This design comes from an exercise in tuning for small area and a short achievable clock period on the open sky130 flow, not from production work. Function was not checked in any run shown here: the RTL went through the layout flow alone. Power figures rest on the tool's default switching activity, not on a simulated workload.

==> flow/design.v <==
module neuron_l2 (
    input clk,
    input reset,
    input enable,
    input startup,
    input signed [17*16-1:0] in,
    input signed [15:0] weight,
    output reg signed [15:0] out,
    output reg outvalid,
    output reg tmp3
);
    wire load = enable & startup;
    wire comp = enable & ~startup;
    reg [15:0] C [0:16];
    reg [16:0] V;        
    reg [16:0] z;        
    reg [16:0] wz;       
    reg [15:0] wr;
    reg ld1;
    integer j;
    always @(posedge clk) begin
        wr <= weight;
        ld1 <= load;
        if (!ld1) wz <= {z[14:0], z[16:15]};
        for (j = 0; j < 17; j = j + 1)
            C[j] <= (ld1 & wz[j]) ? wr : C[(j + 16) % 17];
    end
    always @(posedge clk or posedge reset) begin
        if (reset) begin
            V <= 17'd0;
            z <= 17'd1;
        end else begin
            V <= ({17{ld1}} & wz) | {V[15:0], V[16]};
            z <= {z[15:0], z[16]};
        end
    end
    reg [4:0] raddr;
    reg newIn, s1, s2;
    always @(posedge clk or posedge reset) begin
        if (reset) begin
            raddr <= 0; newIn <= 0; s1 <= 0; s2 <= 0; tmp3 <= 0; outvalid <= 0;
        end else if (enable) begin
            if (startup) begin
                raddr <= 0; newIn <= 0;
            end else if (raddr == 5'd16) begin
                raddr <= 0; newIn <= 1;
            end else begin
                raddr <= raddr + 5'd1; newIn <= 0;
            end
            s1 <= newIn; s2 <= s1; tmp3 <= s2; outvalid <= tmp3;
        end else begin
            raddr <= 0; newIn <= 0;
        end
    end
    reg [15:0] xsel;
    integer i;
    always @(*) begin
        xsel = 16'd0;
        for (i = 0; i < 17; i = i + 1)
            xsel = xsel | (in[16*i +: 16] & {16{z[i] & V[0]}});
    end
    reg [15:0] xr;
    reg [7:0] bp1, bn1, bp2, bn2;
    wire [16:0] we = {C[0], 1'b0};
    integer d;
    always @(posedge clk) begin
        xr <= xsel;
        for (d = 0; d < 8; d = d + 1) begin
            bp1[d] <= ~we[2*d+2] & (we[2*d+1] ^ we[2*d]);
            bn1[d] <=  we[2*d+2] & (we[2*d+1] ^ we[2*d]);
            bp2[d] <= ~we[2*d+2] &  we[2*d+1] &  we[2*d];
            bn2[d] <=  we[2*d+2] & ~we[2*d+1] & ~we[2*d];
        end
    end
    wire [7:0] bneg = bn1 | bn2;
    wire [16:0] x1 = {xr[15], xr};
    wire [16:0] x2 = {xr, 1'b0};
    wire [16:0] pp0 = ({17{bp1[0]}} & x1) | ({17{bn1[0]}} & ~x1) | ({17{bp2[0]}} & x2) | ({17{bn2[0]}} & ~x2);
    wire [16:0] pp1 = ({17{bp1[1]}} & x1) | ({17{bn1[1]}} & ~x1) | ({17{bp2[1]}} & x2) | ({17{bn2[1]}} & ~x2);
    wire [16:0] pp2 = ({17{bp1[2]}} & x1) | ({17{bn1[2]}} & ~x1) | ({17{bp2[2]}} & x2) | ({17{bn2[2]}} & ~x2);
    wire [16:0] pp3 = ({17{bp1[3]}} & x1) | ({17{bn1[3]}} & ~x1) | ({17{bp2[3]}} & x2) | ({17{bn2[3]}} & ~x2);
    wire [16:0] pp4 = ({17{bp1[4]}} & x1) | ({17{bn1[4]}} & ~x1) | ({17{bp2[4]}} & x2) | ({17{bn2[4]}} & ~x2);
    wire [16:0] pp5 = ({17{bp1[5]}} & x1) | ({17{bn1[5]}} & ~x1) | ({17{bp2[5]}} & x2) | ({17{bn2[5]}} & ~x2);
    wire [16:0] pp6 = ({17{bp1[6]}} & x1) | ({17{bn1[6]}} & ~x1) | ({17{bp2[6]}} & x2) | ({17{bn2[6]}} & ~x2);
    wire [16:0] pp7 = ({17{bp1[7]}} & x1) | ({17{bn1[7]}} & ~x1) | ({17{bp2[7]}} & x2) | ({17{bn2[7]}} & ~x2);
    wire a1 = pp0[10] ^ pp1[8];
    wire a2 = pp0[10] & pp1[8];
    wire a3 = pp0[11] ^ pp1[9];
    wire a4 = pp0[11] & pp1[9];
    wire a5 = pp0[12] ^ pp1[10] ^ pp2[8];
    wire a6 = (pp0[12] & pp1[10]) | (pp0[12] & pp2[8]) | (pp1[10] & pp2[8]);
    wire a7 = pp3[6] ^ pp4[4];
    wire a8 = pp3[6] & pp4[4];
    wire a9 = pp0[13] ^ pp1[11] ^ pp2[9];
    wire a10 = (pp0[13] & pp1[11]) | (pp0[13] & pp2[9]) | (pp1[11] & pp2[9]);
    wire a11 = pp3[7] ^ pp4[5];
    wire a12 = pp3[7] & pp4[5];
    wire a13 = pp0[14] ^ pp1[12] ^ pp2[10];
    wire a14 = (pp0[14] & pp1[12]) | (pp0[14] & pp2[10]) | (pp1[12] & pp2[10]);
    wire a15 = pp3[8] ^ pp4[6] ^ pp5[4];
    wire a16 = (pp3[8] & pp4[6]) | (pp3[8] & pp5[4]) | (pp4[6] & pp5[4]);
    wire a17 = pp6[2] ^ pp7[0];
    wire a18 = pp6[2] & pp7[0];
    wire a19 = pp0[15] ^ pp1[13] ^ pp2[11];
    wire a20 = (pp0[15] & pp1[13]) | (pp0[15] & pp2[11]) | (pp1[13] & pp2[11]);
    wire a21 = pp3[9] ^ pp4[7] ^ pp5[5];
    wire a22 = (pp3[9] & pp4[7]) | (pp3[9] & pp5[5]) | (pp4[7] & pp5[5]);
    wire a23 = pp6[3] ^ pp7[1];
    wire a24 = pp6[3] & pp7[1];
    wire a25 = ~pp0[16] ^ pp1[14] ^ pp2[12];
    wire a26 = (~pp0[16] & pp1[14]) | (~pp0[16] & pp2[12]) | (pp1[14] & pp2[12]);
    wire a27 = pp3[10] ^ pp4[8] ^ pp5[6];
    wire a28 = (pp3[10] & pp4[8]) | (pp3[10] & pp5[6]) | (pp4[8] & pp5[6]);
    wire a29 = pp6[4] ^ pp7[2];
    wire a30 = pp6[4] & pp7[2];
    wire a31 = pp1[15] ^ pp2[13] ^ pp3[11];
    wire a32 = (pp1[15] & pp2[13]) | (pp1[15] & pp3[11]) | (pp2[13] & pp3[11]);
    wire a33 = pp4[9] ^ pp5[7] ^ pp6[5];
    wire a34 = (pp4[9] & pp5[7]) | (pp4[9] & pp6[5]) | (pp5[7] & pp6[5]);
    wire a35 = ~pp1[16] ^ pp2[14] ^ pp3[12];
    wire a36 = (~pp1[16] & pp2[14]) | (~pp1[16] & pp3[12]) | (pp2[14] & pp3[12]);
    wire a37 = pp4[10] ^ pp5[8];
    wire a38 = pp4[10] & pp5[8];
    wire a39 = pp2[15] ^ pp3[13] ^ pp4[11];
    wire a40 = (pp2[15] & pp3[13]) | (pp2[15] & pp4[11]) | (pp3[13] & pp4[11]);
    wire a41 = ~pp2[16] ^ pp3[14];
    wire a42 = ~pp2[16] & pp3[14];
    wire a43 = pp0[6] ^ pp1[4];
    wire a44 = pp0[6] & pp1[4];
    wire a45 = pp0[7] ^ pp1[5];
    wire a46 = pp0[7] & pp1[5];
    wire a47 = pp0[8] ^ pp1[6] ^ pp2[4];
    wire a48 = (pp0[8] & pp1[6]) | (pp0[8] & pp2[4]) | (pp1[6] & pp2[4]);
    wire a49 = pp3[2] ^ pp4[0];
    wire a50 = pp3[2] & pp4[0];
    wire a51 = pp0[9] ^ pp1[7] ^ pp2[5];
    wire a52 = (pp0[9] & pp1[7]) | (pp0[9] & pp2[5]) | (pp1[7] & pp2[5]);
    wire a53 = pp3[3] ^ pp4[1];
    wire a54 = pp3[3] & pp4[1];
    wire a55 = a1 ^ pp2[6] ^ pp3[4];
    wire a56 = (a1 & pp2[6]) | (a1 & pp3[4]) | (pp2[6] & pp3[4]);
    wire a57 = pp4[2] ^ pp5[0] ^ bneg[5];
    wire a58 = (pp4[2] & pp5[0]) | (pp4[2] & bneg[5]) | (pp5[0] & bneg[5]);
    wire a59 = a3 ^ pp2[7] ^ pp3[5];
    wire a60 = (a3 & pp2[7]) | (a3 & pp3[5]) | (pp2[7] & pp3[5]);
    wire a61 = pp4[3] ^ pp5[1] ^ a2;
    wire a62 = (pp4[3] & pp5[1]) | (pp4[3] & a2) | (pp5[1] & a2);
    wire a63 = a5 ^ a7 ^ pp5[2];
    wire a64 = (a5 & a7) | (a5 & pp5[2]) | (a7 & pp5[2]);
    wire a65 = pp6[0] ^ bneg[6] ^ a4;
    wire a66 = (pp6[0] & bneg[6]) | (pp6[0] & a4) | (bneg[6] & a4);
    wire a67 = a9 ^ a11 ^ pp5[3];
    wire a68 = (a9 & a11) | (a9 & pp5[3]) | (a11 & pp5[3]);
    wire a69 = pp6[1] ^ a6 ^ a8;
    wire a70 = (pp6[1] & a6) | (pp6[1] & a8) | (a6 & a8);
    wire a71 = a13 ^ a15 ^ a17;
    wire a72 = (a13 & a15) | (a13 & a17) | (a15 & a17);
    wire a73 = bneg[7] ^ a10 ^ a12;
    wire a74 = (bneg[7] & a10) | (bneg[7] & a12) | (a10 & a12);
    wire a75 = a19 ^ a21 ^ a23;
    wire a76 = (a19 & a21) | (a19 & a23) | (a21 & a23);
    wire a77 = a14 ^ a16 ^ a18;
    wire a78 = (a14 & a16) | (a14 & a18) | (a16 & a18);
    wire a79 = a25 ^ a27 ^ a29;
    wire a80 = (a25 & a27) | (a25 & a29) | (a27 & a29);
    wire a81 = a20 ^ a22 ^ a24;
    wire a82 = (a20 & a22) | (a20 & a24) | (a22 & a24);
    wire a83 = a31 ^ a33 ^ pp7[3];
    wire a84 = (a31 & a33) | (a31 & pp7[3]) | (a33 & pp7[3]);
    wire a85 = a26 ^ a28 ^ a30;
    wire a86 = (a26 & a28) | (a26 & a30) | (a28 & a30);
    wire a87 = a35 ^ a37 ^ pp6[6];
    wire a88 = (a35 & a37) | (a35 & pp6[6]) | (a37 & pp6[6]);
    wire a89 = pp7[4] ^ a32 ^ a34;
    wire a90 = (pp7[4] & a32) | (pp7[4] & a34) | (a32 & a34);
    wire a91 = a39 ^ pp5[9] ^ pp6[7];
    wire a92 = (a39 & pp5[9]) | (a39 & pp6[7]) | (pp5[9] & pp6[7]);
    wire a93 = pp7[5] ^ a36 ^ a38;
    wire a94 = (pp7[5] & a36) | (pp7[5] & a38) | (a36 & a38);
    wire a95 = a41 ^ pp4[12] ^ pp5[10];
    wire a96 = (a41 & pp4[12]) | (a41 & pp5[10]) | (pp4[12] & pp5[10]);
    wire a97 = pp6[8] ^ pp7[6] ^ a40;
    wire a98 = (pp6[8] & pp7[6]) | (pp6[8] & a40) | (pp7[6] & a40);
    wire a99 = pp3[15] ^ pp4[13] ^ pp5[11];
    wire a100 = (pp3[15] & pp4[13]) | (pp3[15] & pp5[11]) | (pp4[13] & pp5[11]);
    wire a101 = pp6[9] ^ pp7[7] ^ a42;
    wire a102 = (pp6[9] & pp7[7]) | (pp6[9] & a42) | (pp7[7] & a42);
    wire a103 = ~pp3[16] ^ pp4[14] ^ pp5[12];
    wire a104 = (~pp3[16] & pp4[14]) | (~pp3[16] & pp5[12]) | (pp4[14] & pp5[12]);
    wire a105 = pp6[10] ^ pp7[8];
    wire a106 = pp6[10] & pp7[8];
    wire a107 = pp4[15] ^ pp5[13] ^ pp6[11];
    wire a108 = (pp4[15] & pp5[13]) | (pp4[15] & pp6[11]) | (pp5[13] & pp6[11]);
    wire a109 = ~pp4[16] ^ pp5[14];
    wire a110 = ~pp4[16] & pp5[14];
    wire a111 = pp0[4] ^ pp1[2];
    wire a112 = pp0[4] & pp1[2];
    wire a113 = pp0[5] ^ pp1[3];
    wire a114 = pp0[5] & pp1[3];
    wire a115 = a43 ^ pp2[2] ^ pp3[0];
    wire a116 = (a43 & pp2[2]) | (a43 & pp3[0]) | (pp2[2] & pp3[0]);
    wire a117 = a45 ^ pp2[3] ^ pp3[1];
    wire a118 = (a45 & pp2[3]) | (a45 & pp3[1]) | (pp2[3] & pp3[1]);
    wire a119 = a47 ^ a49 ^ bneg[4];
    wire a120 = (a47 & a49) | (a47 & bneg[4]) | (a49 & bneg[4]);
    wire a121 = a51 ^ a53 ^ a48;
    wire a122 = (a51 & a53) | (a51 & a48) | (a53 & a48);
    wire a123 = a55 ^ a57 ^ a52;
    wire a124 = (a55 & a57) | (a55 & a52) | (a57 & a52);
    wire a125 = a59 ^ a61 ^ a56;
    wire a126 = (a59 & a61) | (a59 & a56) | (a61 & a56);
    wire a127 = a63 ^ a65 ^ a60;
    wire a128 = (a63 & a65) | (a63 & a60) | (a65 & a60);
    wire a129 = a67 ^ a69 ^ a64;
    wire a130 = (a67 & a69) | (a67 & a64) | (a69 & a64);
    wire a131 = a71 ^ a73 ^ a68;
    wire a132 = (a71 & a73) | (a71 & a68) | (a73 & a68);
    wire a133 = a75 ^ a77 ^ a72;
    wire a134 = (a75 & a77) | (a75 & a72) | (a77 & a72);
    wire a135 = a79 ^ a81 ^ a76;
    wire a136 = (a79 & a81) | (a79 & a76) | (a81 & a76);
    wire a137 = a83 ^ a85 ^ a80;
    wire a138 = (a83 & a85) | (a83 & a80) | (a85 & a80);
    wire a139 = a87 ^ a89 ^ a84;
    wire a140 = (a87 & a89) | (a87 & a84) | (a89 & a84);
    wire a141 = a91 ^ a93 ^ a88;
    wire a142 = (a91 & a93) | (a91 & a88) | (a93 & a88);
    wire a143 = a95 ^ a97 ^ a92;
    wire a144 = (a95 & a97) | (a95 & a92) | (a97 & a92);
    wire a145 = a99 ^ a101 ^ a96;
    wire a146 = (a99 & a101) | (a99 & a96) | (a101 & a96);
    wire a147 = a103 ^ a105 ^ a100;
    wire a148 = (a103 & a105) | (a103 & a100) | (a105 & a100);
    wire a149 = a107 ^ pp7[9] ^ a104;
    wire a150 = (a107 & pp7[9]) | (a107 & a104) | (pp7[9] & a104);
    wire a151 = a109 ^ pp6[12] ^ pp7[10];
    wire a152 = (a109 & pp6[12]) | (a109 & pp7[10]) | (pp6[12] & pp7[10]);
    wire a153 = pp5[15] ^ pp6[13] ^ pp7[11];
    wire a154 = (pp5[15] & pp6[13]) | (pp5[15] & pp7[11]) | (pp6[13] & pp7[11]);
    wire a155 = ~pp5[16] ^ pp6[14];
    wire a156 = ~pp5[16] & pp6[14];
    reg [27:0] r1 [0:2];
    always @(posedge clk) begin
        r1[0] <= {pp6[15], a155, a153, a151, a149, a147, a145, a143, a141, a139, a137, a135, a133, a131, a129, a127, a125, a123, a121, a119, a117, a115, a113, a111, pp0[3], pp0[2], pp0[1], pp0[0]};
        r1[1] <= {pp7[13], pp7[12], a110, a108, a106, a102, a98, a94, a90, a86, a82, a78, a74, a70, a66, a62, a58, a54, a50, a46, a44, bneg[3], pp2[1], pp2[0], pp1[1], pp1[0], 1'b0, bneg[0]};
        r1[2] <= {a156, a154, a152, a150, a148, a146, a144, a142, a140, a138, a136, a134, a132, a130, a128, a126, a124, a122, a120, a118, a116, a114, a112, bneg[2], 1'b0, bneg[1], 1'b0, 1'b0};
    end
    reg [27:0] as, ac;
    reg clr;
    always @(posedge clk) clr <= comp & (raddr == 5'd1);
    wire [27:0] fs = clr ? 28'd89849856 : as;
    wire [27:0] fc = clr ? 28'd0 : ac;
    wire b1 = r1[0][2] ^ r1[1][2];
    wire b2 = r1[0][2] & r1[1][2];
    wire b3 = r1[0][3] ^ r1[1][3];
    wire b4 = r1[0][3] & r1[1][3];
    wire b5 = r1[0][4] ^ r1[1][4] ^ r1[2][4];
    wire b6 = (r1[0][4] & r1[1][4]) | (r1[0][4] & r1[2][4]) | (r1[1][4] & r1[2][4]);
    wire b7 = r1[0][5] ^ r1[1][5] ^ r1[2][5];
    wire b8 = (r1[0][5] & r1[1][5]) | (r1[0][5] & r1[2][5]) | (r1[1][5] & r1[2][5]);
    wire b9 = r1[0][6] ^ r1[1][6] ^ r1[2][6];
    wire b10 = (r1[0][6] & r1[1][6]) | (r1[0][6] & r1[2][6]) | (r1[1][6] & r1[2][6]);
    wire b11 = r1[0][7] ^ r1[1][7] ^ r1[2][7];
    wire b12 = (r1[0][7] & r1[1][7]) | (r1[0][7] & r1[2][7]) | (r1[1][7] & r1[2][7]);
    wire b13 = r1[0][8] ^ r1[1][8] ^ r1[2][8];
    wire b14 = (r1[0][8] & r1[1][8]) | (r1[0][8] & r1[2][8]) | (r1[1][8] & r1[2][8]);
    wire b15 = r1[0][9] ^ r1[1][9] ^ r1[2][9];
    wire b16 = (r1[0][9] & r1[1][9]) | (r1[0][9] & r1[2][9]) | (r1[1][9] & r1[2][9]);
    wire b17 = r1[0][10] ^ r1[1][10] ^ r1[2][10];
    wire b18 = (r1[0][10] & r1[1][10]) | (r1[0][10] & r1[2][10]) | (r1[1][10] & r1[2][10]);
    wire b19 = r1[0][11] ^ r1[1][11] ^ r1[2][11];
    wire b20 = (r1[0][11] & r1[1][11]) | (r1[0][11] & r1[2][11]) | (r1[1][11] & r1[2][11]);
    wire b21 = r1[0][12] ^ r1[1][12] ^ r1[2][12];
    wire b22 = (r1[0][12] & r1[1][12]) | (r1[0][12] & r1[2][12]) | (r1[1][12] & r1[2][12]);
    wire b23 = r1[0][13] ^ r1[1][13] ^ r1[2][13];
    wire b24 = (r1[0][13] & r1[1][13]) | (r1[0][13] & r1[2][13]) | (r1[1][13] & r1[2][13]);
    wire b25 = r1[0][14] ^ r1[1][14] ^ r1[2][14];
    wire b26 = (r1[0][14] & r1[1][14]) | (r1[0][14] & r1[2][14]) | (r1[1][14] & r1[2][14]);
    wire b27 = r1[0][15] ^ r1[1][15] ^ r1[2][15];
    wire b28 = (r1[0][15] & r1[1][15]) | (r1[0][15] & r1[2][15]) | (r1[1][15] & r1[2][15]);
    wire b29 = r1[0][16] ^ r1[1][16] ^ r1[2][16];
    wire b30 = (r1[0][16] & r1[1][16]) | (r1[0][16] & r1[2][16]) | (r1[1][16] & r1[2][16]);
    wire b31 = r1[0][17] ^ r1[1][17] ^ r1[2][17];
    wire b32 = (r1[0][17] & r1[1][17]) | (r1[0][17] & r1[2][17]) | (r1[1][17] & r1[2][17]);
    wire b33 = r1[0][18] ^ r1[1][18] ^ r1[2][18];
    wire b34 = (r1[0][18] & r1[1][18]) | (r1[0][18] & r1[2][18]) | (r1[1][18] & r1[2][18]);
    wire b35 = r1[0][19] ^ r1[1][19] ^ r1[2][19];
    wire b36 = (r1[0][19] & r1[1][19]) | (r1[0][19] & r1[2][19]) | (r1[1][19] & r1[2][19]);
    wire b37 = r1[0][20] ^ r1[1][20] ^ r1[2][20];
    wire b38 = (r1[0][20] & r1[1][20]) | (r1[0][20] & r1[2][20]) | (r1[1][20] & r1[2][20]);
    wire b39 = r1[0][21] ^ r1[1][21] ^ r1[2][21];
    wire b40 = (r1[0][21] & r1[1][21]) | (r1[0][21] & r1[2][21]) | (r1[1][21] & r1[2][21]);
    wire b41 = r1[0][22] ^ r1[1][22] ^ r1[2][22];
    wire b42 = (r1[0][22] & r1[1][22]) | (r1[0][22] & r1[2][22]) | (r1[1][22] & r1[2][22]);
    wire b43 = r1[0][23] ^ r1[1][23] ^ r1[2][23];
    wire b44 = (r1[0][23] & r1[1][23]) | (r1[0][23] & r1[2][23]) | (r1[1][23] & r1[2][23]);
    wire b45 = r1[0][24] ^ r1[1][24] ^ r1[2][24];
    wire b46 = (r1[0][24] & r1[1][24]) | (r1[0][24] & r1[2][24]) | (r1[1][24] & r1[2][24]);
    wire b47 = r1[0][25] ^ r1[1][25] ^ r1[2][25];
    wire b48 = (r1[0][25] & r1[1][25]) | (r1[0][25] & r1[2][25]) | (r1[1][25] & r1[2][25]);
    wire b49 = r1[0][26] ^ r1[1][26] ^ r1[2][26];
    wire b50 = (r1[0][26] & r1[1][26]) | (r1[0][26] & r1[2][26]) | (r1[1][26] & r1[2][26]);
    wire b51 = r1[0][27] ^ r1[1][27] ^ r1[2][27];
    wire b52 = (r1[0][27] & r1[1][27]) | (r1[0][27] & r1[2][27]) | (r1[1][27] & r1[2][27]);
    wire b53 = r1[0][0] ^ r1[1][0];
    wire b54 = r1[0][0] & r1[1][0];
    wire b55 = r1[0][1] ^ fs[1];
    wire b56 = r1[0][1] & fs[1];
    wire b57 = b1 ^ r1[2][2] ^ fs[2];
    wire b58 = (b1 & r1[2][2]) | (b1 & fs[2]) | (r1[2][2] & fs[2]);
    wire b59 = b3 ^ fs[3] ^ fc[3];
    wire b60 = (b3 & fs[3]) | (b3 & fc[3]) | (fs[3] & fc[3]);
    wire b61 = b5 ^ fs[4] ^ fc[4];
    wire b62 = (b5 & fs[4]) | (b5 & fc[4]) | (fs[4] & fc[4]);
    wire b63 = b7 ^ fs[5] ^ fc[5];
    wire b64 = (b7 & fs[5]) | (b7 & fc[5]) | (fs[5] & fc[5]);
    wire b65 = b9 ^ fs[6] ^ fc[6];
    wire b66 = (b9 & fs[6]) | (b9 & fc[6]) | (fs[6] & fc[6]);
    wire b67 = b11 ^ fs[7] ^ fc[7];
    wire b68 = (b11 & fs[7]) | (b11 & fc[7]) | (fs[7] & fc[7]);
    wire b69 = b13 ^ fs[8] ^ fc[8];
    wire b70 = (b13 & fs[8]) | (b13 & fc[8]) | (fs[8] & fc[8]);
    wire b71 = b15 ^ fs[9] ^ fc[9];
    wire b72 = (b15 & fs[9]) | (b15 & fc[9]) | (fs[9] & fc[9]);
    wire b73 = b17 ^ fs[10] ^ fc[10];
    wire b74 = (b17 & fs[10]) | (b17 & fc[10]) | (fs[10] & fc[10]);
    wire b75 = b19 ^ fs[11] ^ fc[11];
    wire b76 = (b19 & fs[11]) | (b19 & fc[11]) | (fs[11] & fc[11]);
    wire b77 = b21 ^ fs[12] ^ fc[12];
    wire b78 = (b21 & fs[12]) | (b21 & fc[12]) | (fs[12] & fc[12]);
    wire b79 = b23 ^ fs[13] ^ fc[13];
    wire b80 = (b23 & fs[13]) | (b23 & fc[13]) | (fs[13] & fc[13]);
    wire b81 = b25 ^ fs[14] ^ fc[14];
    wire b82 = (b25 & fs[14]) | (b25 & fc[14]) | (fs[14] & fc[14]);
    wire b83 = b27 ^ fs[15] ^ fc[15];
    wire b84 = (b27 & fs[15]) | (b27 & fc[15]) | (fs[15] & fc[15]);
    wire b85 = b29 ^ fs[16] ^ fc[16];
    wire b86 = (b29 & fs[16]) | (b29 & fc[16]) | (fs[16] & fc[16]);
    wire b87 = b31 ^ fs[17] ^ fc[17];
    wire b88 = (b31 & fs[17]) | (b31 & fc[17]) | (fs[17] & fc[17]);
    wire b89 = b33 ^ fs[18] ^ fc[18];
    wire b90 = (b33 & fs[18]) | (b33 & fc[18]) | (fs[18] & fc[18]);
    wire b91 = b35 ^ fs[19] ^ fc[19];
    wire b92 = (b35 & fs[19]) | (b35 & fc[19]) | (fs[19] & fc[19]);
    wire b93 = b37 ^ fs[20] ^ fc[20];
    wire b94 = (b37 & fs[20]) | (b37 & fc[20]) | (fs[20] & fc[20]);
    wire b95 = b39 ^ fs[21] ^ fc[21];
    wire b96 = (b39 & fs[21]) | (b39 & fc[21]) | (fs[21] & fc[21]);
    wire b97 = b41 ^ fs[22] ^ fc[22];
    wire b98 = (b41 & fs[22]) | (b41 & fc[22]) | (fs[22] & fc[22]);
    wire b99 = b43 ^ fs[23] ^ fc[23];
    wire b100 = (b43 & fs[23]) | (b43 & fc[23]) | (fs[23] & fc[23]);
    wire b101 = b45 ^ fs[24] ^ fc[24];
    wire b102 = (b45 & fs[24]) | (b45 & fc[24]) | (fs[24] & fc[24]);
    wire b103 = b47 ^ fs[25] ^ fc[25];
    wire b104 = (b47 & fs[25]) | (b47 & fc[25]) | (fs[25] & fc[25]);
    wire b105 = b49 ^ fs[26] ^ fc[26];
    wire b106 = (b49 & fs[26]) | (b49 & fc[26]) | (fs[26] & fc[26]);
    wire b107 = b51 ^ fs[27] ^ fc[27];
    wire b108 = (b51 & fs[27]) | (b51 & fc[27]) | (fs[27] & fc[27]);
    wire b109 = b53 ^ fs[0];
    wire b110 = b53 & fs[0];
    wire b111 = b55 ^ fc[1] ^ b54;
    wire b112 = (b55 & fc[1]) | (b55 & b54) | (fc[1] & b54);
    wire b113 = b57 ^ fc[2] ^ b56;
    wire b114 = (b57 & fc[2]) | (b57 & b56) | (fc[2] & b56);
    wire b115 = b59 ^ b2 ^ b58;
    wire b116 = (b59 & b2) | (b59 & b58) | (b2 & b58);
    wire b117 = b61 ^ b4 ^ b60;
    wire b118 = (b61 & b4) | (b61 & b60) | (b4 & b60);
    wire b119 = b63 ^ b6 ^ b62;
    wire b120 = (b63 & b6) | (b63 & b62) | (b6 & b62);
    wire b121 = b65 ^ b8 ^ b64;
    wire b122 = (b65 & b8) | (b65 & b64) | (b8 & b64);
    wire b123 = b67 ^ b10 ^ b66;
    wire b124 = (b67 & b10) | (b67 & b66) | (b10 & b66);
    wire b125 = b69 ^ b12 ^ b68;
    wire b126 = (b69 & b12) | (b69 & b68) | (b12 & b68);
    wire b127 = b71 ^ b14 ^ b70;
    wire b128 = (b71 & b14) | (b71 & b70) | (b14 & b70);
    wire b129 = b73 ^ b16 ^ b72;
    wire b130 = (b73 & b16) | (b73 & b72) | (b16 & b72);
    wire b131 = b75 ^ b18 ^ b74;
    wire b132 = (b75 & b18) | (b75 & b74) | (b18 & b74);
    wire b133 = b77 ^ b20 ^ b76;
    wire b134 = (b77 & b20) | (b77 & b76) | (b20 & b76);
    wire b135 = b79 ^ b22 ^ b78;
    wire b136 = (b79 & b22) | (b79 & b78) | (b22 & b78);
    wire b137 = b81 ^ b24 ^ b80;
    wire b138 = (b81 & b24) | (b81 & b80) | (b24 & b80);
    wire b139 = b83 ^ b26 ^ b82;
    wire b140 = (b83 & b26) | (b83 & b82) | (b26 & b82);
    wire b141 = b85 ^ b28 ^ b84;
    wire b142 = (b85 & b28) | (b85 & b84) | (b28 & b84);
    wire b143 = b87 ^ b30 ^ b86;
    wire b144 = (b87 & b30) | (b87 & b86) | (b30 & b86);
    wire b145 = b89 ^ b32 ^ b88;
    wire b146 = (b89 & b32) | (b89 & b88) | (b32 & b88);
    wire b147 = b91 ^ b34 ^ b90;
    wire b148 = (b91 & b34) | (b91 & b90) | (b34 & b90);
    wire b149 = b93 ^ b36 ^ b92;
    wire b150 = (b93 & b36) | (b93 & b92) | (b36 & b92);
    wire b151 = b95 ^ b38 ^ b94;
    wire b152 = (b95 & b38) | (b95 & b94) | (b38 & b94);
    wire b153 = b97 ^ b40 ^ b96;
    wire b154 = (b97 & b40) | (b97 & b96) | (b40 & b96);
    wire b155 = b99 ^ b42 ^ b98;
    wire b156 = (b99 & b42) | (b99 & b98) | (b42 & b98);
    wire b157 = b101 ^ b44 ^ b100;
    wire b158 = (b101 & b44) | (b101 & b100) | (b44 & b100);
    wire b159 = b103 ^ b46 ^ b102;
    wire b160 = (b103 & b46) | (b103 & b102) | (b46 & b102);
    wire b161 = b105 ^ b48 ^ b104;
    wire b162 = (b105 & b48) | (b105 & b104) | (b48 & b104);
    wire b163 = b107 ^ b50 ^ b106;
    wire b164 = (b107 & b50) | (b107 & b106) | (b50 & b106);
    always @(posedge clk) begin
        as <= {b163, b161, b159, b157, b155, b153, b151, b149, b147, b145, b143, b141, b139, b137, b135, b133, b131, b129, b127, b125, b123, b121, b119, b117, b115, b113, b111, b109};
        ac <= {b162, b160, b158, b156, b154, b152, b150, b148, b146, b144, b142, b140, b138, b136, b134, b132, b130, b128, b126, b124, b122, b120, b118, b116, b114, b112, b110, fc[0]};
    end
    wire [27:0] acc = as + ac;
    wire g19 = s2 & (raddr == 5'd2);
    wire g20 = tmp3 & (raddr == 5'd3);
    always @(posedge clk) out <= g19 ? (acc[27] ? 16'd0 : acc[27:12]) : (g20 ? out : 16'd0);
endmodule
==> flow/run.sh <==
#!/bin/bash
# synth_recipe.tcl (not shown) runs the flow's synth.tcl, then flattens the netlist and writes it again
# the make line also repeats each setting of config.mk as NAME=value (left out here)
make -C /OpenROAD-flow-scripts/flow DESIGN_CONFIG=/design/flow/config.mk WORK_HOME=/design/flow/orfs CLKGATE_MAP_FILE= SYNTH_SCRIPT=/design/flow/synth_recipe.tcl finish
==> flow/config.mk <==
export PLATFORM = sky130hd
export DESIGN_NAME = neuron_l2
export DESIGN_NICKNAME = neuron_l2
export VERILOG_FILES = /design/flow/design.v
export SDC_FILE = /design/flow/constraint.sdc
export NUM_CORES = 4
export LEC_CHECK = 0
export CAP_MARGIN = 20
export CORE_MARGIN = 2
export CORE_UTILIZATION = 40
export SLEW_MARGIN = 20
==> flow/constraint.sdc <==
create_clock -name core_clock -period 7.0 [get_ports {clk}]
set_input_delay 1.4000 -clock core_clock [delete_from_list [all_inputs] [get_ports {clk}]]
set_output_delay 1.4000 -clock core_clock [all_outputs]
set_load 0.01 [all_outputs]
==> results.txt, run 1 <==
# TYPE chip_impl_metric gauge
chip_impl_metric{name="area_inside_the_core_boundary",unit="sq mm"} 0.0615
chip_impl_metric{name="synth.cell_area",unit="sq mm"} 0.0248
chip_impl_metric{name="switching_power",unit="mW"} 4.07
chip_impl_metric{name="clock_path_buffers",unit=""} 3
chip_impl_metric{name="hold_fix_buffers_cts",unit=""} 0
chip_impl_metric{name="drive_above_1_share",unit="%"} 17.6
chip_impl_metric{name="cellInternalPower",unit="mW"} 8.06
chip_impl_info{name="run_status",value="timing/DRC/antenna clean"} 1
chip_impl_metric{name="final-max-slew-violation-count",unit=""} 0
chip_impl_metric{name="finalWorstPathRequiredPeriod",unit="ns"} 3.27
chip_impl_metric{name="fin_setup_tns",unit="ns"} 0
chip_impl_info{name="timing.critical_path.mode_cell",value="fa_1"} 1
chip_impl_metric{name="1st_iter_drt_viols",unit=""} 1170
chip_impl_metric{name="worstPathMaxFanout",unit=""} 17
chip_impl_metric{name="final.period_utilization",unit="%"} 46.7
chip_impl_info{name="hold_path.class",value="reg2reg"} 1
chip_impl_metric{name="seq_area_frac_synth",unit="%"} 46.5
chip_impl_metric{name="power_density",unit="mW/mm^2"} 401
chip_impl_metric{name="setup_violations",unit=""} 0
chip_impl_metric{name="wire_per_inst",unit="um"} 23.3
chip_impl_metric{name="hpwlAfterDp",unit="um"} 54700
chip_impl_metric{name="cts.clk_slew.worst_paths",unit="ns"} 0.06
chip_impl_metric{name="post_drt_via_cell_ratio",unit=""} 5.23
chip_impl_info{name="synth_flop_cell",value="dfxtp_1"} 1
chip_impl_metric{name="clock_sink_count",unit=""} 548
chip_impl_metric{name="final_cell_area",unit="sq mm"} 0.0302
chip_impl_metric{name="die_area",unit="sq mm"} 0.0639
chip_impl_metric{name="postLayoutCoreUtil",unit="%"} 49.2
chip_impl_metric{name="grt_max_degree",unit=""} 55
chip_impl_info{name="tritoncts",value="yes"} 1
chip_impl_metric{name="post_cts.repair.setup_buffers",unit=""} 0
chip_impl_metric{name="grt_pass1_vias",unit=""} 17132
chip_impl_metric{name="crit_path_buf_inv_count",unit=""} 1
chip_impl_metric{name="slew_headroom",unit="%"} 20.9
chip_impl_metric{name="ys_types",unit=""} 63
chip_impl_metric{name="power.sequential.fraction",unit="%"} 38.4
chip_impl_metric{name="cell_leakage_power",unit="nW"} 12.2
chip_impl_metric{name="max_cap_violations",unit=""} 0
chip_impl_metric{name="routed_wl",unit="um"} 73300
chip_impl_info{name="worstSetupStartpointType",value="flip-flop"} 1
chip_impl_info{name="crit_path_top_delay_cell",value="dfxtp_1"} 1
chip_impl_metric{name="fin_hold_ws",unit="ns"} 0.391
chip_impl_metric{name="max-vdd-ir-drop",unit="uV"} 221
chip_impl_metric{name="synth_enable_flop_cells",unit=""} 32
chip_impl_metric{name="ant_nets",unit=""} 0
chip_impl_metric{name="place_congestion",unit=""} 1.03
chip_impl_metric{name="rows",unit=""} 91
chip_impl_info{name="crit_path_cell_trace",value="mux2_2 -> a211oi_1 -> fa_1 -> inv_1 -> fa_1 -> fa_1"} 1
chip_impl_metric{name="clock_latency_on_the_worst_skew_pair",unit="ns"} 0.63
chip_impl_metric{name="critPathRequiredTime",unit="ns"} 7.48
chip_impl_metric{name="finalHoldViolations",unit=""} 0
chip_impl_info{name="timing.critical_path.to_type",value="flip-flop"} 1
chip_impl_metric{name="ys_ff_latch",unit=""} 548
chip_impl_metric{name="cts_htree_levels",unit=""} 2
chip_impl_metric{name="skew",unit="ns"} 0.0287
chip_impl_metric{name="layout-area-overhead-vs-synth",unit="%"} 22.1
chip_impl_metric{name="detailed_route_via_count",unit=""} 16461
chip_impl_metric{name="num-nets-final",unit=""} 2786
chip_impl_metric{name="cts.repair.resized",unit=""} 0
chip_impl_metric{name="grt_first_pass_wirelength",unit="um"} 111000
chip_impl_info{name="grt_setup_unrepaired",value="false"} 1
chip_impl_metric{name="route.detailed.drc",unit=""} 0
chip_impl_metric{name="asyncSetResetFlopFracSynth",unit="%"} 8.03
chip_impl_metric{name="clockPowerShare",unit="%"} 25.4
chip_impl_metric{name="synthesis.instances",unit=""} 2092
chip_impl_metric{name="worstPathArrival",unit="ns"} 3.75
chip_impl_metric{name="syn_nets",unit=""} 2570
chip_impl_metric{name="track_usage",unit="%"} 23.2
chip_impl_metric{name="die-height",unit="um"} 253
chip_impl_metric{name="design.portCount",unit=""} 310
chip_impl_metric{name="placed_insts",unit=""} 3041
chip_impl_metric{name="yosys_warnings",unit=""} 3
chip_impl_metric{name="detailedRoute.firstPassIterationCount",unit=""} 7
chip_impl_metric{name="cts_buffers",unit=""} 55
chip_impl_metric{name="netSwitchingFraction",unit="%"} 33.6
chip_impl_metric{name="post_synth.cell_area_avg",unit="sq um"} 11.8
chip_impl_metric{name="io_buffers",unit=""} 308
chip_impl_metric{name="largest_stage_delay_on_the_critical_path",unit="ns"} 0.99
chip_impl_metric{name="die_w",unit="um"} 253
chip_impl_metric{name="top_achievable_clock_speed",unit="GHz"} 0.306
chip_impl_metric{name="final_cell_count_no_fill",unit=""} 3147
chip_impl_metric{name="grt.overflow.total",unit=""} 0
chip_impl_metric{name="proportion_of_power_drawn_by_combinational_gates",unit="%"} 36.3
chip_impl_info{name="cpLargestDelayFamily",value="adder cells"} 1
chip_impl_metric{name="antenna_found_initial",unit=""} 1
chip_impl_info{name="timing_worst_setup_path_type",value="reg2reg"} 1
chip_impl_metric{name="max_slew.worst_pin.slew",unit="ns"} 1.19
chip_impl_info{name="clock_tree.root_cell",value="clkbuf_16"} 1
chip_impl_metric{name="standard_cell_area_after_detailed_placement",unit="sq mm"} 0.0283
chip_impl_metric{name="start_util",unit="%"} 40.3
routing by layer:
metal	vias up	GRT usage, %	part of all wire [%]
li1	7725	-	-
met1	8224	33.5	48
met2	423	36.5	46
met3	89	3.25	4.5
met4	0	5.61	2.1
met5	-	0	0
per-stage QoR:
| step | power [mW] | worst slack, ns |
|---|---|---|
| final | 12.1 | 3.73 |
| after global routing | 13.2 | 3.61 |
| after CTS | 12.3 | 3.76 |
| after detailed placement | 9.18 | 3.76 |
| after global placement | 8.94 | 3.82 |
| after floorplan | 7.71 | 4.08 |
worst register-to-register path, delay by kind of cell, from the launching register on:
| family | cells | cell delay (ns) |
|---|---|---|
| buf+inv | 1 | 0.09 |
| flops | 1 | 0.99 |
| compound gates | 1 | 0.31 |
| mux | 1 | 0.43 |
| fa+ha+maj | 3 | 1.33 |
power groups by stage:
stage / clock [mW] / sequential, mW / combinational, mW
floorplan: 0 / 4.38 / 3.34
global placement: 0 / 4.69 / 4.25
detailed placement: 0 / 4.71 / 4.47
CTS: 3.15 / 4.66 / 4.51
global route: 3.27 / 4.75 / 5.14
finish: 3.08 / 4.65 / 4.40
synth_stat cells, types with 4 or more instances:
cell type | instances | area (sq um)
nand2b_1 | 32 | 200
nand3_1 | 31 | 155
nor3_1 | 8 | 40.0
a21o_1 | 6 | 45.0
a211o_1 | 7 | 61.3
nor2b_1 | 64 | 400
inv_1 | 58 | 218
xor2_1 | 5 | 43.8
clkbuf_1 | 149 | 559
and2_1 | 20 | 125
a22oi_1 | 96 | 721
a211oi_1 | 14 | 105
o221ai_1 | 8 | 70.1
fa_1 | 134 | 2680
dfrtp_1 | 43 | 1080
nor3b_1 | 8 | 60.1
mux2_2 | 289 | 3250
a222oi_1 | 16 | 160
xnor2_1 | 20 | 175
mux2i_1 | 185 | 1850
a22o_1 | 8 | 70.1
dfxtp_1 | 472 | 9450
nor2_1 | 68 | 255
nand2_1 | 155 | 582
a21oi_1 | 17 | 85.1
or2_2 | 6 | 37.5
o21a_1 | 4 | 30.0
a221oi_1 | 8 | 70.1
edfxtp_1 | 32 | 961
buf_1 | 9 | 33.8
o21ai_0 | 12 | 60.1
ha_1 | 52 | 651
nand4_1 | 11 | 68.8
cells by family after synthesis:
kind of cell,share of synthesized area (%)
adder cells (fa/ha/maj),13.5
XOR/XNOR,0.884
flip-flops,46.5
other,0.0151
multiplexers,20.6
buffers and inverters,3.41
AND/OR/NAND/NOR,8.08
AO/OA/AOI/OAI,7.08
cells in the final DEF (no fill, tap or decap), drive strengths merged, types with 32 or more instances in the layout:
| cell | n |
|---|---|
| dfxtp | 472 |
| clkdlybuf4s50 | 308 |
| mux2 | 289 |
| mux2i | 185 |
| nand2 | 155 |
| fa | 134 |
| a22oi | 96 |
| clkbuf | 80 |
| nor2 | 68 |
| nor2b | 64 |
| inv | 61 |
| ha | 52 |
| dfrtp | 43 |
| nand2b | 32 |
| edfxtp | 32 |
state kept, by name, summed over array words and instances (netlist names), 15 cells and up:
register and count:
xr 16, ac 27, C 272, z 17, wr 16, wz 17
as 28, r1 80, V 17, out 15
area by class of cell:
cell class | instances | area, sq um
fill | 5426 | 31200
multi-input combinational | 1324 | 12400
sequential | 548 | 11500
timing repair buffer | 320 | 3170
clock buffer | 80 | 1630
tap | 790 | 988
clock inverter | 23 | 293
inverter | 59 | 223
antenna | 3 | 7.51
final timing paths:
check                           startpoint   endpoint  depth (start not counted)  slack [ns]
max in group asynchronous            reset   raddr[4]                          2        5.23
min in group asynchronous            reset       z[4]                          2        1.22
worst max-delay path                 xr[9]  r1[0][14]                          6        3.73
worst min register to register        z[9]      z[10]                          0        0.39
worst max register to register       xr[9]  r1[0][14]                          6        3.73
worst min-delay path                  z[9]      z[10]                          0        0.39
==> run 2: changes to the inputs <==
--- a/flow/config.mk
+++ b/flow/config.mk
@@ -10,2 +10,3 @@
 export CORE_UTILIZATION = 40
+export SETUP_SLACK_MARGIN = 4.5
 export SLEW_MARGIN = 20
==> results.txt, run 2 <==
# TYPE chip_impl_metric gauge
chip_impl_info{name="grt_setup_unrepaired",value="true"} 1
chip_impl_metric{name="clock_sink_count",unit=""} 548
chip_impl_metric{name="io_buffers",unit=""} 308
chip_impl_info{name="most_frequent_cells_in_the_layout",value="425 x dfxtp_1, 291 x clkdlybuf4s50_1, 286 x mux2_2"} 1
chip_impl_metric{name="yosys_warnings",unit=""} 3
chip_impl_metric{name="skew",unit="ns"} 0.0254
chip_impl_metric{name="grt.overflow.total",unit=""} 0
chip_impl_info{name="timing.critical_path.mode_cell",value="o21a_1"} 1
chip_impl_info{name="worst_hold_startpoint",value="z[13]"} 1
chip_impl_metric{name="final.period_utilization",unit="%"} 36.9
chip_impl_metric{name="1st_iter_drt_viols",unit=""} 1293
chip_impl_metric{name="cell_leakage_power",unit="nW"} 12.7
chip_impl_metric{name="max_slew.worst_pin.slew",unit="ns"} 1.12
chip_impl_info{name="synthMostInstantiatedCell",value="dfxtp_1"} 1
chip_impl_metric{name="detailedRoute.firstPassIterationCount",unit=""} 6
chip_impl_metric{name="drive_above_1_share",unit="%"} 24.7
chip_impl_info{name="hold_path.class",value="reg2reg"} 1
chip_impl_info{name="crit_start",value="ac[9]"} 1
chip_impl_metric{name="asyncSetResetFlopFracSynth",unit="%"} 8.03
chip_impl_metric{name="place_congestion",unit=""} 1.03
chip_impl_metric{name="grt_max_degree",unit=""} 55
chip_impl_metric{name="top_achievable_clock_speed",unit="GHz"} 0.387
chip_impl_info{name="tritoncts",value="yes"} 1
chip_impl_metric{name="detailed_route_via_count",unit=""} 16732
chip_impl_metric{name="grt_first_pass_wirelength",unit="um"} 115000
chip_impl_metric{name="fin_setup_tns",unit="ns"} 0
chip_impl_metric{name="synth_enable_flop_cells",unit=""} 32
chip_impl_metric{name="post_synth.cell_area_avg",unit="sq um"} 11.8
chip_impl_metric{name="syn_nets",unit=""} 2570
chip_impl_metric{name="antenna_found_initial",unit=""} 4
chip_impl_metric{name="worstPathArrival",unit="ns"} 3.05
chip_impl_info{name="synth_flop_cell",value="dfxtp_1"} 1
chip_impl_metric{name="num-nets-final",unit=""} 2858
chip_impl_info{name="crit_path_cell_trace",value="ha_4 -> o21a_1 -> o21a_1 -> nand4_1 -> buf_4 -> nand3b_4 -> a21oi_4 -> o21bai_4 -> or4b_4 -> a31oi_4"} 1
chip_impl_info{name="worstSetupStartpointType",value="flip-flop"} 1
chip_impl_metric{name="clock_path_buffers",unit=""} 3
chip_impl_metric{name="rows",unit=""} 91
chip_impl_metric{name="routed_wl",unit="um"} 75200
chip_impl_metric{name="ant_nets",unit=""} 0
chip_impl_metric{name="design.portCount",unit=""} 310
chip_impl_info{name="timing.rr.start",value="ac[9]"} 1
chip_impl_info{name="max_flop_register",value="C"} 1
chip_impl_metric{name="ys_types",unit=""} 63
chip_impl_metric{name="ys_ff_latch",unit=""} 548
chip_impl_metric{name="clock_latency_on_the_worst_skew_pair",unit="ns"} 0.62
chip_impl_metric{name="cts_buffers",unit=""} 55
chip_impl_metric{name="power_density",unit="mW/mm^2"} 400
chip_impl_info{name="crit_path_top_delay_cell",value="or4b_4"} 1
chip_impl_info{name="timing.critical_path.to_type",value="flip-flop"} 1
chip_impl_info{name="layout_commonest_cell",value="dfxtp_1"} 1
chip_impl_metric{name="start_util",unit="%"} 40.3
chip_impl_metric{name="largest_stage_delay_on_the_critical_path",unit="ns"} 0.55
chip_impl_info{name="run_status",value="timing/DRC/antenna clean"} 1
chip_impl_metric{name="synth.cell_area",unit="sq mm"} 0.0248
chip_impl_metric{name="route.detailed.drc",unit=""} 0
chip_impl_metric{name="die_area",unit="sq mm"} 0.0639
chip_impl_metric{name="slew_headroom",unit="%"} 25.0
chip_impl_metric{name="finalHoldViolations",unit=""} 0
chip_impl_info{name="top_area_cells_in_the_synthesized_netlist",value="dfxtp_1 38%, mux2_2 13%, fa_1 11%, mux2i_1 7.5%, dfrtp_1 4.3%"} 1
chip_impl_metric{name="critPathRequiredTime",unit="ns"} 7.46
chip_impl_info{name="clock_tree.root_cell",value="clkbuf_16"} 1
chip_impl_metric{name="max_cap_violations",unit=""} 0
chip_impl_info{name="timing_worst_setup_path_type",value="reg2reg"} 1
chip_impl_info{name="top_regs",value="C: 272 flops, r1: 80 flops, as: 28 flops"} 1
chip_impl_info{name="synth_top_cell_by_area",value="dfxtp_1"} 1
chip_impl_metric{name="hpwlAfterDp",unit="um"} 54700
chip_impl_metric{name="setup_violations",unit=""} 0
chip_impl_metric{name="cts.clk_slew.worst_paths",unit="ns"} 0.06
chip_impl_info{name="ys_top_cells_by_count",value="472 x dfxtp_1, 289 x mux2_2, 185 x mux2i_1, 155 x nand2_1, 149 x clkbuf_1"} 1
chip_impl_metric{name="die_w",unit="um"} 253
chip_impl_metric{name="area_inside_the_core_boundary",unit="sq mm"} 0.0615
chip_impl_metric{name="hold_fix_buffers_cts",unit=""} 0
chip_impl_metric{name="portion_of_synthesized_cell_area_occupied_by_the_leading_cell_type",unit="%"} 38.1
chip_impl_metric{name="layout-area-overhead-vs-synth",unit="%"} 26.4
chip_impl_metric{name="synthesis.instances",unit=""} 2092
chip_impl_metric{name="post_drt_via_cell_ratio",unit=""} 5.19
chip_impl_metric{name="track_usage",unit="%"} 23.8
chip_impl_metric{name="cts_htree_levels",unit=""} 2
chip_impl_metric{name="finalWorstPathRequiredPeriod",unit="ns"} 2.59
chip_impl_metric{name="seq_area_frac_synth",unit="%"} 46.5
chip_impl_metric{name="worstPathMaxFanout",unit=""} 3
chip_impl_metric{name="final-max-slew-violation-count",unit=""} 0
chip_impl_metric{name="design_power_total",unit="mW"} 12.5
chip_impl_metric{name="max-vdd-ir-drop",unit="uV"} 204
chip_impl_metric{name="die-height",unit="um"} 253
chip_impl_metric{name="largest_register_ffs",unit=""} 272
chip_impl_metric{name="wire_per_inst",unit="um"} 23.3
chip_impl_metric{name="grt_pass1_vias",unit=""} 17624
-- run 2: cell counts after synthesis --
Identical to the previous run, type by type.
-- run 2: stage by stage --
stage                     cell area, sq um  utilization (%)  worst slack, ns  instances  hold WS, ns
after floorplan                      24900                -             4.48       2092        0.363
after global placement               28400             46.2             3.86       3047        0.371
after detailed placement             28400             46.2             3.81       3047        0.378
after CTS                            30900             50.3             4.43       3185        0.387
after global routing                 31300             50.9             4.31       3221        0.406
final                                31300             50.9             4.41       3221        0.386
-- run 2: area by class of cell --
class                      instances  area [sq um]
inverter                          59           231
antenna                            4          10.0
sequential                       548         11600
clock inverter                    25           329
timing repair buffer             392          3750
fill                            5473         30200
multi-input combinational       1324         12800
tap                              790           988
clock buffer                      79          1600
-- run 2: what timing repair did --
action | 4_1_cts | 5_1_grt
buffers inserted | 33 | 32
hold endpoints to repair | 0 | 0
setup endpoints to repair | 61 | 53
pin swaps | 25 | 30
gates cloned | 1 | 0
gates resized for setup | 181 | 44
-- run 2: path summary, 6_finish.rpt --
| kind | end | slack, ns | cells after the start |
|---|---|---|---|
| max reg2reg | out[8] | 4.41 | 10 |
| max in group asynchronous | raddr[0] | 5.22 | 2 |
| max | out[8] | 4.41 | 10 |
| min reg2reg | z[14] | 0.39 | 0 |
| min in group asynchronous | z[6] | 1.24 | 2 |
| min | z[14] | 0.39 | 0 |
-- run 2: layer usage --
layer	GRT usage (%)	up-vias	routed length (um)
li1	-	7862	-
met1	34.3	8337	35300
met2	37.6	436	34600
met3	2.70	97	3460
met4	6.76	0	1870
met5	0	-	0
-- run 2: worst max-delay path, delay by kind of cell (launching register included) --
| family | cells | cell delay [ns] |
|---|---|---|
| compound gates | 5 | 0.84 |
| buf+inv | 1 | 0.16 |
| flops | 1 | 0.38 |
| simple gates | 3 | 0.84 |
| fa+ha+maj | 1 | 0.22 |
-- run 2: kinds of logic (layout without fill, tap and decap cells) --
logic type      after synthesis  count (layout)  synth area share, %
fa+ha+maj                   186             186                 13.5
flops                       548             548                 46.5
compound gates              225             225                 7.08
simple gates                413             413                 8.08
mux                         474             474                 20.6
xor+xnor                     25              25                0.884
buf+inv                     220             555                 3.41
other cells                   1               5               0.0151
-- run 2: where the power goes --
group / internal, mW / switching [mW] / leakage (nW)
clock network: 1.79 / 1.28 / 0.947
registers: 4.09 / 0.620 / 4.88
logic: 2.36 / 2.38 / 6.88
==> run 3: changes to the inputs <==
--- a/flow/config.mk
+++ b/flow/config.mk
@@ -7,2 +7,3 @@
 export LEC_CHECK = 0
+export ABC_CLOCK_PERIOD_IN_PS = 2000
 export CAP_MARGIN = 20
==> results.txt, run 3 <==
# TYPE chip_impl_metric gauge
chip_impl_info{name="run_status",value="timing/DRC/antenna clean"} 1
chip_impl_metric{name="finalHoldViolations",unit=""} 0
chip_impl_metric{name="post_synth.cell_area_avg",unit="sq um"} 11.8
chip_impl_metric{name="grt_pass1_vias",unit=""} 17624
chip_impl_metric{name="wire_per_inst",unit="um"} 23.3
chip_impl_info{name="tritoncts",value="yes"} 1
chip_impl_info{name="worstSetupStartpointType",value="flip-flop"} 1
chip_impl_metric{name="io_buffers",unit=""} 308
chip_impl_metric{name="seq_area_frac_synth",unit="%"} 46.5
chip_impl_metric{name="clock_sink_count",unit=""} 548
chip_impl_metric{name="portion_of_synthesized_cell_area_occupied_by_the_leading_cell_type",unit="%"} 38.1
chip_impl_metric{name="slew_headroom",unit="%"} 25.0
chip_impl_info{name="synth_top_cell_by_area",value="dfxtp_1"} 1
chip_impl_metric{name="grt.overflow.total",unit=""} 0
chip_impl_metric{name="synth_enable_flop_cells",unit=""} 32
chip_impl_metric{name="setup_ws",unit="ns"} 4.41
chip_impl_metric{name="clock_latency_on_the_worst_skew_pair",unit="ns"} 0.62
chip_impl_metric{name="top_achievable_clock_speed",unit="GHz"} 0.387
chip_impl_metric{name="grt_first_pass_wirelength",unit="um"} 115000
chip_impl_metric{name="design.portCount",unit=""} 310
chip_impl_metric{name="largest_register_ffs",unit=""} 272
chip_impl_metric{name="num-nets-final",unit=""} 2858
chip_impl_metric{name="cts_buffers",unit=""} 55
chip_impl_metric{name="layout-area-overhead-vs-synth",unit="%"} 26.4
chip_impl_info{name="synthMostInstantiatedCell",value="dfxtp_1"} 1
chip_impl_metric{name="clock_path_buffers",unit=""} 3
chip_impl_metric{name="route.detailed.drc",unit=""} 0
chip_impl_metric{name="worstPathMaxFanout",unit=""} 3
chip_impl_metric{name="synth.cell_area",unit="sq mm"} 0.0248
chip_impl_metric{name="power_density",unit="mW/mm^2"} 400
chip_impl_metric{name="place_congestion",unit=""} 1.03
chip_impl_metric{name="post_drt_via_cell_ratio",unit=""} 5.19
chip_impl_metric{name="layout.filler_cells",unit=""} 5473
chip_impl_info{name="global_route.peak_usage_layer",value="met2"} 1
chip_impl_metric{name="hpwlAfterDp",unit="um"} 54700
chip_impl_info{name="most_frequent_cells_in_the_layout",value="425 x dfxtp_1, 291 x clkdlybuf4s50_1, 286 x mux2_2"} 1
chip_impl_metric{name="critPathRequiredTime",unit="ns"} 7.46
chip_impl_metric{name="max-vdd-ir-drop",unit="uV"} 204
chip_impl_metric{name="clockPowerShare",unit="%"} 24.5
chip_impl_info{name="max_flop_register",value="C"} 1
chip_impl_metric{name="ys_ff_latch",unit=""} 548
chip_impl_metric{name="ant_nets",unit=""} 0
chip_impl_metric{name="finalWorstPathRequiredPeriod",unit="ns"} 2.59
chip_impl_metric{name="power.sequential.fraction",unit="%"} 37.6
chip_impl_metric{name="max_cap_violations",unit=""} 0
chip_impl_metric{name="detailed_route_via_count",unit=""} 16732
chip_impl_info{name="top_regs",value="C: 272 flops, r1: 80 flops, as: 28 flops"} 1
chip_impl_info{name="top_area_cells_in_the_synthesized_netlist",value="dfxtp_1 38%, mux2_2 13%, fa_1 11%, mux2i_1 7.5%, dfrtp_1 4.3%"} 1
chip_impl_metric{name="cell_leakage_power",unit="nW"} 12.7
chip_impl_metric{name="detailedRoute.firstPassIterationCount",unit=""} 6
chip_impl_metric{name="gr-usage-met2",unit="%"} 37.6
chip_impl_metric{name="asyncSetResetFlopFracSynth",unit="%"} 8.03
chip_impl_metric{name="max_slew.worst_pin.slew",unit="ns"} 1.12
chip_impl_metric{name="yosys_warnings",unit=""} 3
chip_impl_metric{name="design_power_total",unit="mW"} 12.5
chip_impl_metric{name="fin_hold_ws",unit="ns"} 0.386
chip_impl_metric{name="switching_power",unit="mW"} 4.28
chip_impl_info{name="clock_tree.root_cell",value="clkbuf_16"} 1
chip_impl_metric{name="hold_fix_buffers_cts",unit=""} 0
chip_impl_metric{name="ys_types",unit=""} 63
chip_impl_metric{name="track_usage",unit="%"} 23.8
chip_impl_metric{name="fin_setup_tns",unit="ns"} 0
chip_impl_metric{name="routed_wl",unit="um"} 75200
chip_impl_metric{name="start_util",unit="%"} 40.3
chip_impl_metric{name="cts_htree_levels",unit=""} 2
chip_impl_metric{name="drive_above_1_share",unit="%"} 24.7
chip_impl_metric{name="global_route_track_usage_on_met1",unit="%"} 34.3
chip_impl_info{name="timing.critical_path.to_type",value="flip-flop"} 1
chip_impl_metric{name="met3_usage",unit="%"} 2.70
chip_impl_info{name="layout_commonest_cell",value="dfxtp_1"} 1
chip_impl_info{name="grt_setup_unrepaired",value="true"} 1
chip_impl_metric{name="area_inside_the_core_boundary",unit="sq mm"} 0.0615
chip_impl_metric{name="grt_max_degree",unit=""} 55
chip_impl_info{name="ys_top_cells_by_count",value="472 x dfxtp_1, 289 x mux2_2, 185 x mux2i_1, 155 x nand2_1, 149 x clkbuf_1"} 1
chip_impl_info{name="timing_worst_setup_path_type",value="reg2reg"} 1
chip_impl_metric{name="die_w",unit="um"} 253
chip_impl_metric{name="die-height",unit="um"} 253
chip_impl_metric{name="netSwitchingFraction",unit="%"} 34.2
chip_impl_metric{name="antenna_found_initial",unit=""} 4
chip_impl_metric{name="syn_nets",unit=""} 2570
chip_impl_info{name="synth_flop_cell",value="dfxtp_1"} 1
chip_impl_metric{name="worstPathArrival",unit="ns"} 3.05
chip_impl_metric{name="proportion_of_power_drawn_by_combinational_gates",unit="%"} 37.8
chip_impl_metric{name="final-max-slew-violation-count",unit=""} 0
chip_impl_metric{name="die_area",unit="sq mm"} 0.0639
chip_impl_metric{name="synthesis.instances",unit=""} 2092
chip_impl_metric{name="setup_violations",unit=""} 0
chip_impl_metric{name="1st_iter_drt_viols",unit=""} 1293
chip_impl_info{name="hold_path.class",value="reg2reg"} 1
chip_impl_metric{name="rows",unit=""} 91
chip_impl_metric{name="skew",unit="ns"} 0.0254
chip_impl_metric{name="cts.clk_slew.worst_paths",unit="ns"} 0.06
chip_impl_metric{name="cellInternalPower",unit="mW"} 8.25
chip_impl_metric{name="post-place-ws",unit="ns"} 3.81
chip_impl_metric{name="final.period_utilization",unit="%"} 36.9
[run 3: cell counts in the layout (fill, tap and decap cells not counted)]
Identical to the previous run, type by type.
[run 3: path summary, 6_finish.rpt]
path / startpoint / endpoint / slack [ns] / cells past startpoint
max: ac[9] / out[8] / 4.41 / 10
min: z[13] / z[14] / 0.39 / 0
max reg2reg: ac[9] / out[8] / 4.41 / 10
min reg2reg: z[13] / z[14] / 0.39 / 0
max in group asynchronous: reset / raddr[0] / 5.22 / 2
min in group asynchronous: reset / z[6] / 1.24 / 2
[run 3: metal layers]
metal	part of all wire (%)	routed length [um]	vias up
li1	-	-	7862
met1	47	35300	8337
met2	46	34600	436
met3	4.6	3460	97
met4	2.5	1870	0
met5	0	0	-
[run 3: worst max-delay path: stages, from the launching register on]
cell and delay, ns:
dfxtp_1 0.38, ha_4 0.22, o21a_1 0.21, o21a_1 0.20
nand4_1 0.19, buf_4 0.16, nand3b_4 0.10, a21oi_4 0.21
o21bai_4 0.09, or4b_4 0.55, a31oi_4 0.13
[run 3: area by class of cell]
class	count	area, sq um	share of cell area, %
diodes	4	10.0	0.0320
clock buffers	79	1600	5.10
clock inverters	25	329	1.05
inverters	59	231	0.739
multi-input cells	1324	12800	40.8
flip-flops and latches	548	11600	37.1
well taps	790	988	3.16
repair buffers	392	3750	12.0
[run 3: kinds of logic after synthesis]
kind of cell	share of synthesized area [%]
adder cells (fa/ha/maj)	13.5
buffers and inverters	3.41
AND/OR/NAND/NOR	8.08
XOR/XNOR	0.884
multiplexers	20.6
other	0.0151
flip-flops	46.5
AO/OA/AOI/OAI	7.08
[run 3: power by group through the flow]
stage | Combinational (mW) | Clock (mW) | Sequential (mW)
6_report | 4.74 | 3.08 | 4.71
5_1_grt | 5.48 | 3.28 | 4.81
4_1_cts | 4.74 | 3.14 | 4.69
3_5_place_dp | 4.48 | 0 | 4.71
3_3_place_gp | 4.23 | 0 | 4.70
2_1_floorplan | 3.34 | 0 | 4.38
[run 3: metrics by stage]
stage,instance area [sq um],util (%),instances
CTS,30900,50.3,3185
global route,31300,50.9,3221
detailed placement,28400,46.2,3047
floorplan,24900,-,2092
finish,31300,50.9,3221
global placement,28400,46.2,3047
[run 3: timing repair]
action	4_1_cts	5_1_grt
setup endpoints to repair	61	53
gates cloned	1	0
gates resized for setup	181	44
pin swaps	25	30
buffers inserted	33	32

afterwards: timing with drivers on the ports:
In the flow no input, the clock included, has a driving cell. The finished layouts below were timed again as built, in two steps.
Step 1 assumes that a clkbuf_16 drives the clock port and a buf_2 every other input.
Step 2 also shifts input and output timing later by t, the mid clock arrival at the registers, as if the neighbouring blocks saw the same clock.
a / b / c = ideal / step 1 / step 2; a / b = the first two.
| run | shift t [ns] | setup slack, ns | hold WS [ns] | latest minus earliest clock arrival (ns) |
|---|---|---|---|---|
| run 1 | 0.663 | 3.733 / 3.733 / 3.733 | 0.391 / 0.391 / 0.391 | 0.030 / 0.030 |
| run 2 | 0.665 | 4.414 / 4.414 / 3.865 | 0.386 / 0.386 / 0.386 | 0.029 / 0.029 |
| run 3 | 0.665 | 4.414 / 4.414 / 3.865 | 0.386 / 0.386 / 0.386 | 0.029 / 0.029 |
After both steps every run listed still meets setup and hold.
